What follows belongs to an exercise in optimizing a design on an open flow for small area and a short achievable clock period; a production flow would make more cautious choices.
The RTL was checked by simulation tests, not by an equivalence proof against the original design.
No activity file was given, so power comes from the tool's default toggle rates.

P:
Design ABC, start of the top module:
module ABC(
    input          clk,
    input          rst_n,
    input          wrdata_en,
    input  [255:0] wrdata_pld,
    input          wrdata_lw,
    input          rdata_en,
    output         rdatardy,
    output         arb_req,
    output         arb_lw,
    output [255:0] arb_pld
    );
reg  [256:0] hd;         
reg          hv;         
reg  [15*257-1:0] ram;   
reg  [14:0]  wp;         
reg  [14:0]  rp;         
reg  [14:0]  occ;        
reg  [15:0]  hsel;       
reg  [3:0]   rcnt;       
reg          rne;        
reg          rfull;      
reg          full;       
reg  [4:0]   pcnt;       
reg          pnz;        
wire wr = wrdata_en & ~full;
wire rd = rdata_en & pnz;
assign rdatardy = ~full;
assign arb_req  = rd;
assign arb_pld  = hd[255:0];
assign arb_lw   = hd[256];
wire [256:0] din = {wrdata_lw, wrdata_pld};
genvar g;
generate
    for (g = 0; g < 15; g = g + 1) begin : g_ent
        wire we   = wp[g] & ~rfull;
        wire keep = occ[g];
        always @(posedge clk)
            ram[g*257 +: 257] <= ({257{we}} & din) | ({257{keep}} & ram[g*257 +: 257]);
    end
endgenerate
wire hload  = rd | ~hv;
reg [256:0] hnext;
integer k;
always @(*) begin
    hnext = ({257{~hload}} & hd) | ({257{hload & hsel[15]}} & din);
    for (k = 0; k < 15; k = k + 1)
        hnext = hnext | ({257{hload & hsel[k]}} & ram[k*257 +: 257]);
end
always @(posedge clk)
    hd <= hnext;
wire pop    = hload & rne;
wire push   = wr & (rne | (hv & ~rd));
wire hv_n   = hload ? (rne | wr) : 1'b1;
wire [3:0]  rcnt_i = rcnt + 4'd1;
wire [3:0]  rcnt_d = rcnt - 4'd1;
wire        r_is1  = (rcnt == 4'd1);
wire        r_is14 = (rcnt == 4'd14);
reg  [3:0]  rcnt_n;
reg         rne_n, rfull_n;
always @(*) begin
  ...
Settings: LEC_CHECK=0, CAP_MARGIN=20, CORE_MARGIN=2, CORE_UTILIZATION=65, SETUP_SLACK_MARGIN=2.6, SLEW_MARGIN=50; clock period 5.5 ns.
standard.sh (not shown) runs the stock make flow with config.mk's settings and CLKGATE_MAP_FILE= SYNTH_SCRIPT=/design/flow/synth_recipe.tcl, a recipe that flattens the netlist after the stock synthesis.
==> flow/flow/run.sh <==
#!/bin/bash
set -euo pipefail
cd "$(dirname "$0")/.."
here=$(pwd)
bash standard.sh \
  MATCH_CELL_FOOTPRINT=0 \
  "BUFFER_PORTS_ARGS=-buffer_cell sky130_fd_sc_hd__buf_2" \
  "CTS_ARGS=-sink_clustering_enable -repair_clock_nets -root_buf sky130_fd_sc_hd__clkbuf_16 -buf_list sky130_fd_sc_hd__clkbuf_16 -sink_clustering_size 25 -sink_clustering_max_diameter 50" \
  "POST_RESIZE_TCL=$here/flow/upsize.tcl" \
  finish > flow_make.log 2>&1
==> flow/flow/upsize.tcl <==
# Hook run after the placement resizer: the head-word registers, which drive
# the arb_pld/arb_lw port buffers over a long wire, get a stronger drive.
set n_up 0
foreach c [get_cells *] {
  set name [get_full_name $c]
  set ref [get_property $c ref_name]
  if {[regexp {^hd\[[0-9]+\]\$} $name]} {
    set to ""
    if {$ref eq "sky130_fd_sc_hd__dfxtp_1"} {
      set to sky130_fd_sc_hd__dfxtp_2
    }
    if {$to ne ""} {
      replace_cell $c $to
      incr n_up
    }
  }
}
puts "upsize.tcl: upsized $n_up registers"
The inputs of Q differ from those of P as listed below.
- SLEW_MARGIN changed from 50 to 20
- SETUP_SLACK_MARGIN changed from 2.6 to 2.5
==> flow/flow/run.sh <==
#!/bin/bash
set -euo pipefail
cd "$(dirname "$0")/.."
bash standard.sh \
  MATCH_CELL_FOOTPRINT=0 \
  "BUFFER_PORTS_ARGS=-buffer_cell sky130_fd_sc_hd__buf_2" \
  finish > flow_make.log 2>&1
removed: flow/flow/upsize.tcl
Looking at data required time at the worst endpoint across Q and P, the one that comes out higher is Q.
Count of clock buffers in the final design ended up 245 higher on Q than on P.
Compared with P, Q shows a transition at the pin with the smallest max-transition slack that is 470 ps higher.
A most common cell after layout, fill and taps aside of sky130_fd_sc_hd__dfxtp_1 is what Q shows, while sky130_fd_sc_hd__a22o_1 belongs to P.
The core of Q is less densely filled than that of P.
Between Q and P, the cell area does not differ in any meaningful way.
In Q, the worst setup slack came out 140 ps below the value in P.
Clock skew: Q < P
Q and P ended up with nearly the same via count.
There was hardly any difference in register share of the cell area between P and Q.
Timing startpoint of the critical path: hsel[10] -> Q, hv -> P
On cell count, Q and P are basically level.
Diff Q and P: portion of total power attributed to combinational logic higher in P


The RTL this note starts from:
==> flow/design.v <==
module ABC(
    input          clk,
    input          rst_n,
    input          wrdata_en,
    input  [255:0] wrdata_pld,
    input          wrdata_lw,
    input          rdata_en,
    output         rdatardy,
    output         arb_req,
    output         arb_lw,
    output [255:0] arb_pld
    );
reg  [256:0] hd;         
reg          hv;         
reg  [15*257-1:0] ram;   
reg  [14:0]  wp;         
reg  [14:0]  rp;         
reg  [14:0]  occ;        
reg  [15:0]  hsel;       
reg  [3:0]   rcnt;       
reg          rne;        
reg          rfull;      
reg          full;       
reg  [4:0]   pcnt;       
reg          pnz;        
reg          pz;         
reg          nhv;        
reg          hvnp;       
reg          nhvp;       
wire wr = wrdata_en & ~rfull;   
wire rd = rdata_en & ~pz;
assign rdatardy = ~full;
assign arb_req  = rdata_en & pnz;
assign arb_pld  = hd[255:0];
assign arb_lw   = hd[256];
wire [256:0] din = {wrdata_lw, wrdata_pld};
genvar g;
generate
    for (g = 0; g < 15; g = g + 1) begin : g_ent
        wire we   = wp[g] & ~rfull;
        wire keep = occ[g];
        always @(posedge clk)
            ram[g*257 +: 257] <= ({257{we}} & din) | ({257{keep}} & ram[g*257 +: 257]);
    end
endgenerate
wire [3:0] hload;
assign hload[0] = rdata_en ? nhvp : nhv;
assign hload[1] = rdata_en ? ~hvnp : ~hv;
assign hload[2] = (rdata_en & ~pz) | nhv;
assign hload[3] = (rdata_en & ~pz) | ~hv;
reg [256:0] hnext;
integer k;
always @(*) begin
    hnext = {257{hsel[15]}} & din;
    for (k = 0; k < 15; k = k + 1)
        hnext = hnext | ({257{hsel[k]}} & ram[k*257 +: 257]);
end
always @(posedge clk) begin
    hd[63:0]    <= hload[0] ? hnext[63:0]    : (hd[63:0]    & {64{hv}});
    hd[127:64]  <= hload[1] ? hnext[127:64]  : (hd[127:64]  & {64{hv}});
    hd[191:128] <= hload[2] ? hnext[191:128] : (hd[191:128] & {64{hv}});
    hd[256:192] <= hload[3] ? hnext[256:192] : (hd[256:192] & {65{hv}});
end
wire [14:0] wp_r   = {wp[13:0], wp[14]};
wire [14:0] rp_r   = {rp[13:0], rp[14]};
wire [3:0]  rcnt_i = rcnt + 4'd1;
wire [3:0]  rcnt_d = rcnt - 4'd1;
wire        r_is1  = (rcnt == 4'd1);
wire        r_is14 = (rcnt == 4'd14);
reg         hv_n, rne_n, rfull_n;
reg  [3:0]  rcnt_n;
reg  [14:0] wp_n, rp_n, occ_n;
reg  [15:0] hsel_n;
always @(*) begin
    case ({rd, wr})
        2'b01: begin
            hv_n    = 1'b1;
            rne_n   = rne | hv;
            rfull_n = hv & r_is14;
            rcnt_n  = hv ? rcnt_i : rcnt;
            wp_n    = hv ? wp_r : wp;
            rp_n    = rp;
            occ_n   = hv ? (occ | wp) : occ;
            hsel_n  = (hv & ~rne) ? {1'b0, rp} : hsel;
        end
        2'b10: begin
            hv_n    = rne;
            rne_n   = rne & ~r_is1;
            rfull_n = 1'b0;
            rcnt_n  = rne ? rcnt_d : rcnt;
            wp_n    = wp;
            rp_n    = rne ? rp_r : rp;
            occ_n   = rne ? (occ & ~rp) : occ;
            hsel_n  = (rne & ~r_is1) ? {1'b0, rp_r} : 16'h8000;
        end
        2'b11: begin
            hv_n    = 1'b1;
            rne_n   = rne;
            rfull_n = 1'b0;
            rcnt_n  = rcnt;
            wp_n    = rne ? wp_r : wp;
            rp_n    = rne ? rp_r : rp;
            occ_n   = rne ? ((occ & ~rp) | wp) : occ;
            hsel_n  = rne ? {1'b0, rp_r} : 16'h8000;
        end
        default: begin
            hv_n    = hv;
            rne_n   = rne;
            rfull_n = rfull;
            rcnt_n  = rcnt;
            wp_n    = wp;
            rp_n    = rp;
            occ_n   = occ;
            hsel_n  = hsel;
        end
    endcase
end
wire        full_n = hv_n & rfull_n;
wire        padd   = wr & wrdata_lw;
wire        psub   = rd & hd[256];
wire [4:0]  pcnt_i = pcnt + 5'd1;
wire [4:0]  pcnt_d = pcnt - 5'd1;
wire        p_is1  = (pcnt == 5'd1);
reg  [4:0]  pcnt_n;
reg         pnz_n;
always @(*) begin
    case ({padd, psub})
        2'b10:   begin pcnt_n = pcnt_i; pnz_n = 1'b1;   end
        2'b01:   begin pcnt_n = pcnt_d; pnz_n = ~p_is1; end
        default: begin pcnt_n = pcnt;   pnz_n = ~pz;    end
    endcase
end
always @(posedge clk or negedge rst_n) begin
    if (!rst_n) begin
        hv    <= 1'b0;
        wp    <= 15'd1;
        rp    <= 15'd1;
        occ   <= 15'd0;
        hsel  <= 16'h8000;
        rcnt  <= 4'd0;
        rne   <= 1'b0;
        rfull <= 1'b0;
        full  <= 1'b0;
        pcnt  <= 5'd0;
        pnz   <= 1'b0;
        pz    <= 1'b1;
        nhv   <= 1'b1;
        hvnp  <= 1'b0;
        nhvp  <= 1'b1;
    end else begin
        hv    <= hv_n;
        wp    <= wp_n;
        rp    <= rp_n;
        occ   <= occ_n;
        hsel  <= hsel_n;
        rcnt  <= rcnt_n;
        rne   <= rne_n;
        rfull <= rfull_n;
        full  <= full_n;
        pcnt  <= pcnt_n;
        pnz   <= pnz_n;
        pz    <= ~pnz_n;
        nhv   <= ~hv_n;
        hvnp  <= hv_n & ~pnz_n;
        nhvp  <= pnz_n | ~hv_n;
    end
end
endmodule
Settings: LEC_CHECK=0, CAP_MARGIN=20, CORE_MARGIN=2, CORE_UTILIZATION=65, SETUP_SLACK_MARGIN=2.8, SLEW_MARGIN=50; clock period 5.5 ns.
==> flow/flow/run.sh <==
#!/bin/bash
set -euo pipefail
cd "$(dirname "$0")/.."
here=$(pwd)
bash standard.sh \
  MATCH_CELL_FOOTPRINT=0 \
  "BUFFER_PORTS_ARGS=-buffer_cell sky130_fd_sc_hd__buf_2" \
  "CTS_ARGS=-sink_clustering_enable -repair_clock_nets -root_buf sky130_fd_sc_hd__clkbuf_16 -buf_list sky130_fd_sc_hd__clkbuf_16 -sink_clustering_size 25 -sink_clustering_max_diameter 50" \
  "POST_RESIZE_TCL=$here/flow/upsize.tcl" \
  finish > flow_make.log 2>&1
==> flow/flow/upsize.tcl <==
# Hook run after the placement resizer: the head-word registers, which drive
# the arb_pld/arb_lw port buffers over a long wire, get a stronger drive.
set n_up 0
foreach c [get_cells *] {
  set name [get_full_name $c]
  set ref [get_property $c ref_name]
  if {[regexp {^hd\[[0-9]+\]\$} $name]} {
    set to ""
    if {$ref eq "sky130_fd_sc_hd__dfxtp_1"} {
      set to sky130_fd_sc_hd__dfxtp_2
    }
    if {$to ne ""} {
      replace_cell $c $to
      incr n_up
    }
  }
}
puts "upsize.tcl: upsized $n_up registers"
Edit:
- SETUP_SLACK_MARGIN: 2.8 -> 3.0
After rerunning:
- The changed run ran to the end with no violations
- final cell count goes up slightly
- clock power goes down by a few percent
- final area goes up slightly
- sequential power is about the same
- global-route usage goes up by 0.45 points
- count of clock-buffer cells in the layout goes down by 9
- register-to-register slack is better by 0.07 ns
- setup slack is worse by 0.052 ns
- worst hold slack is worse by 0.024 ns
Edit:
==> flow/flow/run.sh (replaced) <==
#!/bin/bash
set -euo pipefail
cd "$(dirname "$0")/.."
here=$(pwd)
bash standard.sh \
  MATCH_CELL_FOOTPRINT=0 \
  "BUFFER_PORTS_ARGS=-buffer_cell sky130_fd_sc_hd__buf_2" \
  "CTS_ARGS=-sink_clustering_enable -repair_clock_nets -root_buf sky130_fd_sc_hd__clkbuf_16 -buf_list sky130_fd_sc_hd__clkbuf_16 -sink_clustering_size 30 -sink_clustering_max_diameter 60" \
  "POST_RESIZE_TCL=$here/flow/upsize.tcl" \
  finish > flow_make.log 2>&1
- SETUP_SLACK_MARGIN: 3.0 -> 2.8
The changed run passed the timing, design-rule and antenna checks. Count of clock-buffer cells in the layout is lower by 119. Sequential cell count is unchanged. Routed wire length decreases by 1.9%. Synthesized cell count is unchanged. Cell area came out lower by 4.0%. Final cell count falls by 1.9%. Fmax rose by 3.0%. Via count fell by 1.3%. Power went down by 9.8%. Sequential share of layout area came out higher by 2.0 points. Worst setup slack gains 0.083 ns.
Edit:
- CORE_UTILIZATION: 65 -> 70
=> The changed run passed the timing, design-rule and antenna checks; final area is about the same; wire length falls by 0.92%; maximum frequency went up by 3.5%.
Edit:
==> flow/flow/run.sh (replaced) <==
#!/bin/bash
set -euo pipefail
cd "$(dirname "$0")/.."
here=$(pwd)
bash standard.sh \
  MATCH_CELL_FOOTPRINT=0 \
  "BUFFER_PORTS_ARGS=-buffer_cell sky130_fd_sc_hd__buf_2" \
  "CTS_ARGS=-sink_clustering_enable -repair_clock_nets -root_buf sky130_fd_sc_hd__clkbuf_16 -buf_list sky130_fd_sc_hd__clkbuf_16 -sink_clustering_size 25 -sink_clustering_max_diameter 50" \
  "POST_RESIZE_TCL=$here/flow/upsize.tcl" \
  finish > flow_make.log 2>&1
- CORE_UTILIZATION: 70 -> 65
- SETUP_SLACK_MARGIN: 2.8 -> 2.6
Area after synthesis stays the same.
Count of clock-buffer cells in the layout came out higher by 138.
Total power increases by about 10%.
Non-clock buffer count is lower by 14.
Setup slack got worse by 0.17 ns.
Design area is higher by about 2.7%.
Routed wire length came out higher by 1.2%.

==> static timing again, ports no longer ideal <==
The results above use ideal ports. As a check the final layouts listed here were re-extracted and re-timed, cells and wires unchanged. Step 1, drivers: a clkbuf_16 drives clk and a buf_2 each remaining input, both assumed. Step 2 also shifts input and output timing later by t, the mid clock arrival at the registers, as if the neighbouring blocks saw the same clock. Three values: no drivers, after step 1, after step 2; two values: the first two.
run	t, ns	slack for setup (ns)	worst setup path at the end	latest minus earliest clock arrival (ns)	slew at the worst register clock pin (ns)
P	1.075	2.581 / 2.581 / 1.799	input to register	0.061 / 0.061	0.10 / 0.10
Q	1.062	2.443 / 2.443 / 1.702	input to register	0.049 / 0.049	0.07 / 0.07
the first run of note 2	1.075	2.698 / 2.587 / 2.125	input to register	0.061 / 0.061	0.09 / 0.09
the second run of note 2	1.086	2.647 / 2.556 / 2.166	input to register	0.060 / 0.060	0.10 / 0.10
the third run of note 2	1.012	2.730 / 2.632 / 2.134	input to register	0.045 / 0.045	0.12 / 0.12
the fourth run of note 2	1.003	2.824 / 2.665 / 2.146	input to register	0.060 / 0.060	0.11 / 0.11
the fifth run of note 2	1.063	2.650 / 2.550 / 1.975	input to register	0.055 / 0.055	0.10 / 0.10
After both steps every run listed still meets setup and hold. The setup slack of P, which loses most, moves by 0.000 ns with the drivers and by -0.782 ns with both steps.
